From an optimization exercise on the open Yosys and OpenROAD flow, aimed at small area and a short achievable clock period; shortcuts taken in it are not production practice.
Where RTL was checked, it was by simulation tests only, not by an equivalence proof against the original.
The clock port is modelled as an ideal driver; clocking choices that lean on that would not hold on a real chip.
Power and IR drop assume default switching activity.

the previous run:
==> flow/design.v <==
module sync_fifo (
    input wire clk,
    input wire rst_n,
    input wire wr_en,
    input wire [31:0] data_in,
    output wire full,
    input wire rd_en,
    output wire [31:0] data_out,
    output wire empty
);
  reg [31:0] chain[0:14];  
  reg [31:0] head;         
  reg [15:0] pos;          
  reg ne_r;                
  assign empty = ~ne_r;
  assign full = pos[15];
  assign data_out = head;
  wire do_w = wr_en & ~pos[15];
  wire m_up = do_w & ne_r & ~rd_en;
  wire m_down = rd_en & ~pos[0] & ~do_w;
  always_ff @(posedge clk or negedge rst_n) begin
    if (!rst_n) begin
      pos <= 16'd1;
      ne_r <= 1'b0;
    end else begin
      if (m_up) pos <= {pos[14:0], 1'b0};
      else if (m_down) pos <= {1'b0, pos[15:1]};
      ne_r <= ne_r ? ~(pos[0] & rd_en & ~wr_en) : wr_en;
    end
  end
  integer i;
  always_ff @(posedge clk) begin
    if (do_w) begin
      chain[0] <= data_in;
      for (i = 1; i < 15; i = i + 1) chain[i] <= chain[i-1];
    end
  end
  reg [31:0] next_head;
  always @* begin
    next_head = data_in & {32{pos[0]}};
    for (i = 0; i < 15; i = i + 1)
      next_head = next_head | (chain[i] & {32{pos[i+1]}});
  end
  always_ff @(posedge clk) begin
    if (~ne_r | rd_en) head <= next_head;
  end
endmodule
export LEC_CHECK = 0
export CAP_MARGIN = 20
export CORE_MARGIN = 2
export CORE_UTILIZATION = 65
export CTS_CLUSTER_DIAMETER = 80
export CTS_CLUSTER_SIZE = 30
export SETUP_SLACK_MARGIN = 2.45
export SLEW_MARGIN = 20
create_clock -name core_clock -period 4.2 [get_ports {clk}]
standard.sh (not shown) runs the stock make flow with config.mk's settings and CLKGATE_MAP_FILE= SYNTH_SCRIPT=/design/flow/synth_recipe.tcl, a recipe that flattens the netlist after the stock synthesis.
==> flow/flow/run.sh <==
#!/bin/bash
# Standard layout, with one change after clock tree synthesis: the root
# buffer of the clock tree is removed and the clock port drives the next
# level of clock buffers directly (flow/post_cts.tcl); and the port buffers
# are buf_2 cells, which the resizer can size, rather than delay cells.
set -e
cd "$(dirname "$0")/.."
cp standard.sh standard.sh.log.txt 2>/dev/null || true
export POST_CTS_TCL="$PWD/flow/post_cts.tcl"
export BUFFER_PORTS_ARGS="-buffer_cell sky130_fd_sc_hd__buf_2"
bash standard.sh > standard.log 2>&1
==> flow/flow/post_cts.tcl <==
set block [ord::get_db_block]
set root [$block findInst clkbuf_0_clk]
if {$root != "NULL"} {
  set in_net [[$root findITerm A] getNet]
  set out_net [[$root findITerm X] getNet]
  set sinks {}
  foreach it [$out_net getITerms] {
    if {[$it getInst] != $root} { lappend sinks $it }
  }
  if {[llength $sinks] <= 4} {
    foreach it $sinks { $it disconnect; $it connect $in_net }
    odb::dbInst_destroy $root
    odb::dbNet_destroy $out_net
    puts "post_cts: removed clkbuf_0_clk, clock port drives [llength $sinks] buffers"
    estimate_parasitics -placement
    repair_timing_helper
    detailed_placement
  }
}
The previous run: flow completed, timing, DRC and antenna clean
Setup changes, the previous run to the current run
- swapping 2.45 for 2.3 in SETUP_SLACK_MARGIN
Results
Summary: with the previous run as the reference, violation count after the first detailed-routing iteration in the current run moved down by more than 10%. Between the previous run and the current run, total power draw decreased. Power of the combinational group sits lower in the current run than in the previous run. Tightest hold margin of the current run is on par with the previous run. Final antenna diode count came out exactly the same in the current run and the previous run. Comparing the current run and the previous run, the lower global-route total usage across every layer is on the current run.

* * *

Starts from the design.v that is shown in full above.
Settings: LEC_CHECK=0, CAP_MARGIN=20, CORE_MARGIN=2, CORE_UTILIZATION=65, CTS_CLUSTER_DIAMETER=80, CTS_CLUSTER_SIZE=30, SETUP_SLACK_MARGIN=2.3, SLEW_MARGIN=20; clock period 4.2 ns.
run.sh (not shown) runs the stock make flow with config.mk's settings and CLKGATE_MAP_FILE= SYNTH_SCRIPT=/design/flow/synth_recipe.tcl, a recipe that flattens the netlist after the stock synthesis.
Stock flow here: none of the scripts above is used.
The baseline finished with timing, DRC and antenna clean.
Next try:
==> flow/flow/run.sh (new file) <==
#!/bin/bash
# Standard layout, with one change after clock tree synthesis: the root
# buffer of the clock tree is removed and the clock port drives the next
# level of clock buffers directly (flow/post_cts.tcl).
set -e
cd "$(dirname "$0")/.."
cp standard.sh standard.sh.log.txt 2>/dev/null || true
export POST_CTS_TCL="$PWD/flow/post_cts.tcl"
bash standard.sh > standard.log 2>&1
==> flow/flow/post_cts.tcl (new file) <==
set block [ord::get_db_block]
set root [$block findInst clkbuf_0_clk]
if {$root != "NULL"} {
  set in_net [[$root findITerm A] getNet]
  set out_net [[$root findITerm X] getNet]
  set sinks {}
  foreach it [$out_net getITerms] {
    if {[$it getInst] != $root} { lappend sinks $it }
  }
  if {[llength $sinks] <= 4} {
    foreach it $sinks { $it disconnect; $it connect $in_net }
    odb::dbInst_destroy $root
    odb::dbNet_destroy $out_net
    puts "post_cts: removed clkbuf_0_clk, clock port drives [llength $sinks] buffers"
    estimate_parasitics -placement
    repair_timing_helper
    detailed_placement
  }
}
==> flow/standard.sh (new file) <==
#!/bin/bash
# synth_recipe.tcl (not shown) runs the flow's synth.tcl, then flattens the netlist and writes it again
# the make line also repeats each setting of config.mk as NAME=value (left out here)
make -C /OpenROAD-flow-scripts/flow DESIGN_CONFIG=/design/flow/config.mk WORK_HOME=/design/flow/orfs CLKGATE_MAP_FILE= SYNTH_SCRIPT=/design/flow/synth_recipe.tcl "${@:-finish}"
removed: flow/run.sh
Flip-flop and latch count does not change; die area stays the same; area after synthesis does not change; total power went down by 0.51%; worst setup slack gets better by 0.092 ns; global-route usage went down by 0.11 points; routed wire length went down by 0.35%; utilization went down by 0.13 points; clock-buffer cell count went down by 1.

* * *

Another version of the RTL of sync_fifo (not shown whole).
Size in the first run: roughly 70 I/O pins, ~0.019 sq mm of cells after synthesis.
export LEC_CHECK = 0
export CAP_MARGIN = 20
export CORE_MARGIN = 2
export CORE_UTILIZATION = 65
export CTS_CLUSTER_DIAMETER = 80
export CTS_CLUSTER_SIZE = 30
export PLACE_DENSITY = 0.75
export SETUP_SLACK_MARGIN = 2.3
export SLEW_MARGIN = 20
export TNS_END_PERCENT = 10
create_clock -name core_clock -period 4.2 [get_ports {clk}]
standard.sh (not shown) runs the stock make flow with config.mk's settings and CLKGATE_MAP_FILE= SYNTH_SCRIPT=/design/flow/synth_recipe.tcl, a recipe that flattens the netlist after the stock synthesis.
==> flow/flow/run.sh <==
#!/bin/bash
# Standard layout, with one change after clock tree synthesis: the root
# buffer of the clock tree is removed and the clock port drives the next
# level of clock buffers directly (flow/post_cts.tcl); and the port buffers
# are buf_2 cells, which the resizer can size, rather than delay cells.
set -e
cd "$(dirname "$0")/.."
cp standard.sh standard.sh.log.txt 2>/dev/null || true
export POST_CTS_TCL="$PWD/flow/post_cts.tcl"
export BUFFER_PORTS_ARGS="-buffer_cell sky130_fd_sc_hd__buf_2"
bash standard.sh > standard.log 2>&1
==> flow/flow/post_cts.tcl <==
set block [ord::get_db_block]
set root [$block findInst clkbuf_0_clk]
if {$root != "NULL"} {
  set in_net [[$root findITerm A] getNet]
  set out_net [[$root findITerm X] getNet]
  set sinks {}
  foreach it [$out_net getITerms] {
    if {[$it getInst] != $root} { lappend sinks $it }
  }
  if {[llength $sinks] <= 4} {
    foreach it $sinks { $it disconnect; $it connect $in_net }
    odb::dbInst_destroy $root
    odb::dbNet_destroy $out_net
    puts "post_cts: removed clkbuf_0_clk, clock port drives [llength $sinks] buffers"
    estimate_parasitics -placement
    repair_timing_helper
    detailed_placement
  }
}
Then changed:
PLACE_DENSITY = default   (was 0.75)
TNS_END_PERCENT = default   (was 10)
The new run produced a clean layout.
Hold slack loses 29 ps.
Clock-buffer cell count falls by 1.
Die area stays the same.
Then changed:
SETUP_SLACK_MARGIN = 2.15   (was 2.3)
Outcome: The changed run went through all stages and came out clean; worst hold slack gains 18 ps; worst setup slack loses 67 ps; total power shrinks by 0.38%; utilization shrinks by 0.24 points; clock skew shrinks by 9.8 ps; combinational power shrinks by about 5%; via count grows by 0.53%; routed wire length shrinks by 1.9%; design area shrinks by 0.33%; die area does not change; sequential power barely changes.
Then changed:
CORE_UTILIZATION = 70   (was 65)
PLACE_DENSITY = 0.85   (was default)
SETUP_SLACK_MARGIN = 2.3   (was 2.15)
The new run finished with timing, DRC and antenna clean; final cell count drops slightly; combinational power climbs by a few percent; power climbs slightly; critical path depth stays the same; worst setup slack improves by 150 ps; final area climbs slightly; area after synthesis is unchanged.
Then changed:
CORE_UTILIZATION = 65   (was 70)
PLACE_DENSITY = 0.75   (was 0.85)
=> The new run went through all stages and came out clean. Clock skew came out lower by 8.2 ps. Worst hold slack is about the same. Clock power drops by a few percent. Routed wire length fell by a few percent. Via count is lower slightly.

* * *

sync_fifo again, from the RTL that the note above started with.
==> flow/config.mk <==
export PLATFORM = sky130hd
export DESIGN_NAME = sync_fifo
export DESIGN_NICKNAME = sync_fifo
export VERILOG_FILES = /design/flow/design.v
export SDC_FILE = /design/flow/constraint.sdc
export NUM_CORES = 4
export LEC_CHECK = 0
export CAP_MARGIN = 20
export CORE_MARGIN = 2
export CORE_UTILIZATION = 65
export CTS_CLUSTER_DIAMETER = 60
export CTS_CLUSTER_SIZE = 20
export PLACE_DENSITY = 0.75
export SETUP_SLACK_MARGIN = 2.35
export SLEW_MARGIN = 20
==> flow/constraint.sdc <==
create_clock -name core_clock -period 4.2 [get_ports {clk}]
set_input_delay 0.8400 -clock core_clock [delete_from_list [all_inputs] [get_ports {clk}]]
set_output_delay 0.8400 -clock core_clock [all_outputs]
set_load 0.01 [all_outputs]
Scripts as last shown in full above: flow/flow/run.sh, flow/flow/post_cts.tcl
Change:
--- a/flow/flow/post_cts.tcl
+++ b/flow/flow/post_cts.tcl
@@ -14,0 +15,41 @@
+    if {[llength $sinks] <= 2} {
+      set k 0
+      foreach it $sinks {
+        set buf [$it getInst]
+        set bnet [[$buf findITerm X] getNet]
+        set pts {}
+        foreach s [$bnet getITerms] {
+          if {[$s getInst] == $buf} { continue }
+          set loc [[$s getInst] getLocation]
+          lappend pts [list [lindex $loc 0] [lindex $loc 1] $s]
+        }
+        set n [llength $pts]
+        if {$n < 4} { continue }
+        # cut along the wider spread
+        set xs [lsort -integer [lmap p $pts {lindex $p 0}]]
+        set ys [lsort -integer [lmap p $pts {lindex $p 1}]]
+        set idx [expr {([lindex $xs end] - [lindex $xs 0]) >= ([lindex $ys end] - [lindex $ys 0]) ? 0 : 1}]
+        set pts [lsort -integer -index $idx $pts]
+        set half [expr {$n / 2}]
+        set moved [lrange $pts $half end]
+        set sx 0; set sy 0
+        foreach p $moved { incr sx [lindex $p 0]; incr sy [lindex $p 1] }
+        set cx [expr {$sx / [llength $moved]}]
+        set cy [expr {$sy / [llength $moved]}]
+        set nb [odb::dbInst_create $block [$buf getMaster] "clkbuf_split_$k"]
+        set nn [odb::dbNet_create $block "clknet_split_$k"]
+        $nn setSigType CLOCK
+        $nb setLocation $cx $cy
+        $nb setPlacementStatus PLACED
+        [$nb findITerm A] connect $in_net
+        [$nb findITerm X] connect $nn
+        foreach p $moved { set s [lindex $p 2]; $s disconnect; $s connect $nn }
+        # the original buffer moves to the centre of the loads it keeps
+        set sx 0; set sy 0
+        set kept [lrange $pts 0 [expr {$half - 1}]]
+        foreach p $kept { incr sx [lindex $p 0]; incr sy [lindex $p 1] }
+        $buf setLocation [expr {$sx / [llength $kept]}] [expr {$sy / [llength $kept]}]
+        puts "post_cts: split [$buf getName]: [llength $kept] + [llength $moved] loads"
+        incr k
+      }
+    }
CTS_CLUSTER_DIAMETER = 80   (was 60)
CTS_CLUSTER_SIZE = 30   (was 20)
SETUP_SLACK_MARGIN = 2.3   (was 2.35)
Hold slack improved by 15 ps.
Wire length shrinks by 3.1%.
Core utilization shrinks by 1.9 points.
Change:
==> flow/flow/post_cts.tcl (replaced) <==
set block [ord::get_db_block]
set root [$block findInst clkbuf_0_clk]
if {$root != "NULL"} {
  set in_net [[$root findITerm A] getNet]
  set out_net [[$root findITerm X] getNet]
  set sinks {}
  foreach it [$out_net getITerms] {
    if {[$it getInst] != $root} { lappend sinks $it }
  }
  if {[llength $sinks] <= 4} {
    foreach it $sinks { $it disconnect; $it connect $in_net }
    odb::dbInst_destroy $root
    odb::dbNet_destroy $out_net
    puts "post_cts: removed clkbuf_0_clk, clock port drives [llength $sinks] buffers"
    estimate_parasitics -placement
    repair_timing_helper
    detailed_placement
  }
}
CORE_UTILIZATION = 78   (was 65)
PLACE_DENSITY = 0.9   (was 0.75)
What happened: The new run finished with timing, DRC and antenna clean. Routed wire length climbs by 12%. Clock skew came out lower by 12 ps. Via count rises by 6.9%. Die area went down by 16%. Sequential share of layout area came out lower by 0.19 points.

* * *

Another version of the RTL of sync_fifo (not shown whole).
Size: ~990 cells after synthesis, roughly 19,000 um^2 of cells after synthesis.
==> flow/config.mk <==
export PLATFORM = sky130hd
export DESIGN_NAME = sync_fifo
export DESIGN_NICKNAME = sync_fifo
export VERILOG_FILES = /design/flow/design.v
export SDC_FILE = /design/flow/constraint.sdc
export NUM_CORES = 4
export LEC_CHECK = 0
export CAP_MARGIN = 20
export CORE_MARGIN = 2
export CORE_UTILIZATION = 65
export CTS_CLUSTER_DIAMETER = 80
export CTS_CLUSTER_SIZE = 30
export PLACE_DENSITY = 0.75
export SETUP_SLACK_MARGIN = 2.3
export SLEW_MARGIN = 20
==> flow/constraint.sdc <==
create_clock -name core_clock -period 4.2 [get_ports {clk}]
set_input_delay 0.8400 -clock core_clock [delete_from_list [all_inputs] [get_ports {clk}]]
set_output_delay 0.8400 -clock core_clock [all_outputs]
set_load 0.01 [all_outputs]
==> flow/flow/post_cts.tcl <==
set block [ord::get_db_block]
set root [$block findInst clkbuf_0_clk]
if {$root != "NULL"} {
  set in_net [[$root findITerm A] getNet]
  set out_net [[$root findITerm X] getNet]
  set sinks {}
  foreach it [$out_net getITerms] {
    if {[$it getInst] != $root} { lappend sinks $it }
  }
  if {[llength $sinks] <= 4} {
    foreach it $sinks { $it disconnect; $it connect $in_net }
    odb::dbInst_destroy $root
    odb::dbNet_destroy $out_net
    puts "post_cts: removed clkbuf_0_clk, clock port drives [llength $sinks] buffers"
    if {[llength $sinks] <= 2} {
      set k 0
      foreach it $sinks {
        set buf [$it getInst]
        set bnet [[$buf findITerm X] getNet]
        set pts {}
        foreach s [$bnet getITerms] {
          if {[$s getInst] == $buf} { continue }
          set loc [[$s getInst] getLocation]
          lappend pts [list [lindex $loc 0] [lindex $loc 1] $s]
        }
        set n [llength $pts]
        if {$n < 4} { continue }
        # cut along the wider spread
        set xs [lsort -integer [lmap p $pts {lindex $p 0}]]
        set ys [lsort -integer [lmap p $pts {lindex $p 1}]]
        set idx [expr {([lindex $xs end] - [lindex $xs 0]) >= ([lindex $ys end] - [lindex $ys 0]) ? 0 : 1}]
        set pts [lsort -integer -index $idx $pts]
        set half [expr {$n / 2}]
        set moved [lrange $pts $half end]
        set sx 0; set sy 0
        foreach p $moved { incr sx [lindex $p 0]; incr sy [lindex $p 1] }
        set cx [expr {$sx / [llength $moved]}]
        set cy [expr {$sy / [llength $moved]}]
        set nb [odb::dbInst_create $block [$buf getMaster] "clkbuf_split_$k"]
        set nn [odb::dbNet_create $block "clknet_split_$k"]
        $nn setSigType CLOCK
        $nb setLocation $cx $cy
        $nb setPlacementStatus PLACED
        [$nb findITerm A] connect $in_net
        [$nb findITerm X] connect $nn
        foreach p $moved { set s [lindex $p 2]; $s disconnect; $s connect $nn }
        # the original buffer moves to the centre of the loads it keeps
        set sx 0; set sy 0
        set kept [lrange $pts 0 [expr {$half - 1}]]
        foreach p $kept { incr sx [lindex $p 0]; incr sy [lindex $p 1] }
        $buf setLocation [expr {$sx / [llength $kept]}] [expr {$sy / [llength $kept]}]
        puts "post_cts: split [$buf getName]: [llength $kept] + [llength $moved] loads"
        incr k
      }
    }
    estimate_parasitics -placement
    repair_timing_helper
    detailed_placement
  }
}
Scripts as last shown in full above: flow/flow/run.sh
The starting point completed with no timing, DRC or antenna violations.
==> next run, changes <==
==> flow/flow/post_cts.tcl (replaced) <==
set block [ord::get_db_block]
set root [$block findInst clkbuf_0_clk]
if {$root != "NULL"} {
  set in_net [[$root findITerm A] getNet]
  set out_net [[$root findITerm X] getNet]
  set sinks {}
  foreach it [$out_net getITerms] {
    if {[$it getInst] != $root} { lappend sinks $it }
  }
  if {[llength $sinks] <= 4} {
    foreach it $sinks { $it disconnect; $it connect $in_net }
    odb::dbInst_destroy $root
    odb::dbNet_destroy $out_net
    puts "post_cts: removed clkbuf_0_clk, clock port drives [llength $sinks] buffers"
    estimate_parasitics -placement
    repair_timing_helper
    detailed_placement
  }
}
--- a/flow/config.mk
+++ b/flow/config.mk
@@ -15,0 +16 @@
+export TNS_END_PERCENT = 10
Effect:
- routed wire length climbs by 1.3%
- clock skew is lower by 0.018 ns
- critical path depth came out lower by 5
Function was not checked in any run of this note: the RTL went through the layout flow alone.

==> afterwards: timing with drivers on the ports <==
No port has a modelled driver above. Below, the same layouts with a new extraction and two added sets of constraints. Step 1, drivers: a clkbuf_16 drives clk and a buf_2 each remaining input, both assumed. Step 2 also shifts input and output timing later by t, the mid clock arrival at the registers, as if the neighbouring blocks saw the same clock. Three values: ideal ports, drivers, drivers and shift; two values: the first two.
run | t, ns | slack for setup (ns) | worst setup path at the end | worst slew at a driven data input, ns
the previous run | 0.475 | 2.257 / 2.190 / 2.019 | input to register | 0.09
the current run | 0.474 | 2.267 / 2.200 / 1.957 | input to register | 0.08
the first run of note 2 | 0.598 | 2.179 / 2.125 / 1.822 | input to register | 0.07
the second run of note 2 | 0.477 | 2.271 / 2.233 / 1.831 | input to register | 0.07
the first run of note 3 | 0.472 | 2.240 / 2.235 / 1.803 | input to register | 0.06
the second run of note 3 | 0.483 | 2.245 / 2.235 / 1.794 | input to register | 0.10
the third run of note 3 | 0.471 | 2.178 / 2.178 / 1.770 | input to register | 0.06
the fourth run of note 3 | 0.479 | 2.325 / 2.276 / 1.927 | input to register | 0.09
the fifth run of note 3 | 0.471 | 2.332 / 2.265 / 1.958 | input to register | 0.10
the first run of note 4 | 0.451 | 2.335 / 2.286 / 1.958 | input to register | 0.11
the second run of note 4 | 0.446 | 2.255 / 2.286 / 1.900 | input to register | 0.10
the third run of note 4 | 0.480 | 2.224 / 2.224 / 1.876 | input to register | 0.04
the first run of note 5 | 0.451 | 2.354 / 2.320 / 1.981 | input to register | 0.08
the second run of note 5 | 0.482 | 2.284 / 2.218 / 1.888 | input to register | 0.04
After both steps every run listed still meets setup and hold. For the second run of note 3, which loses most, drivers alone change the setup slack by -0.010 ns; drivers and shift together by -0.451 ns.
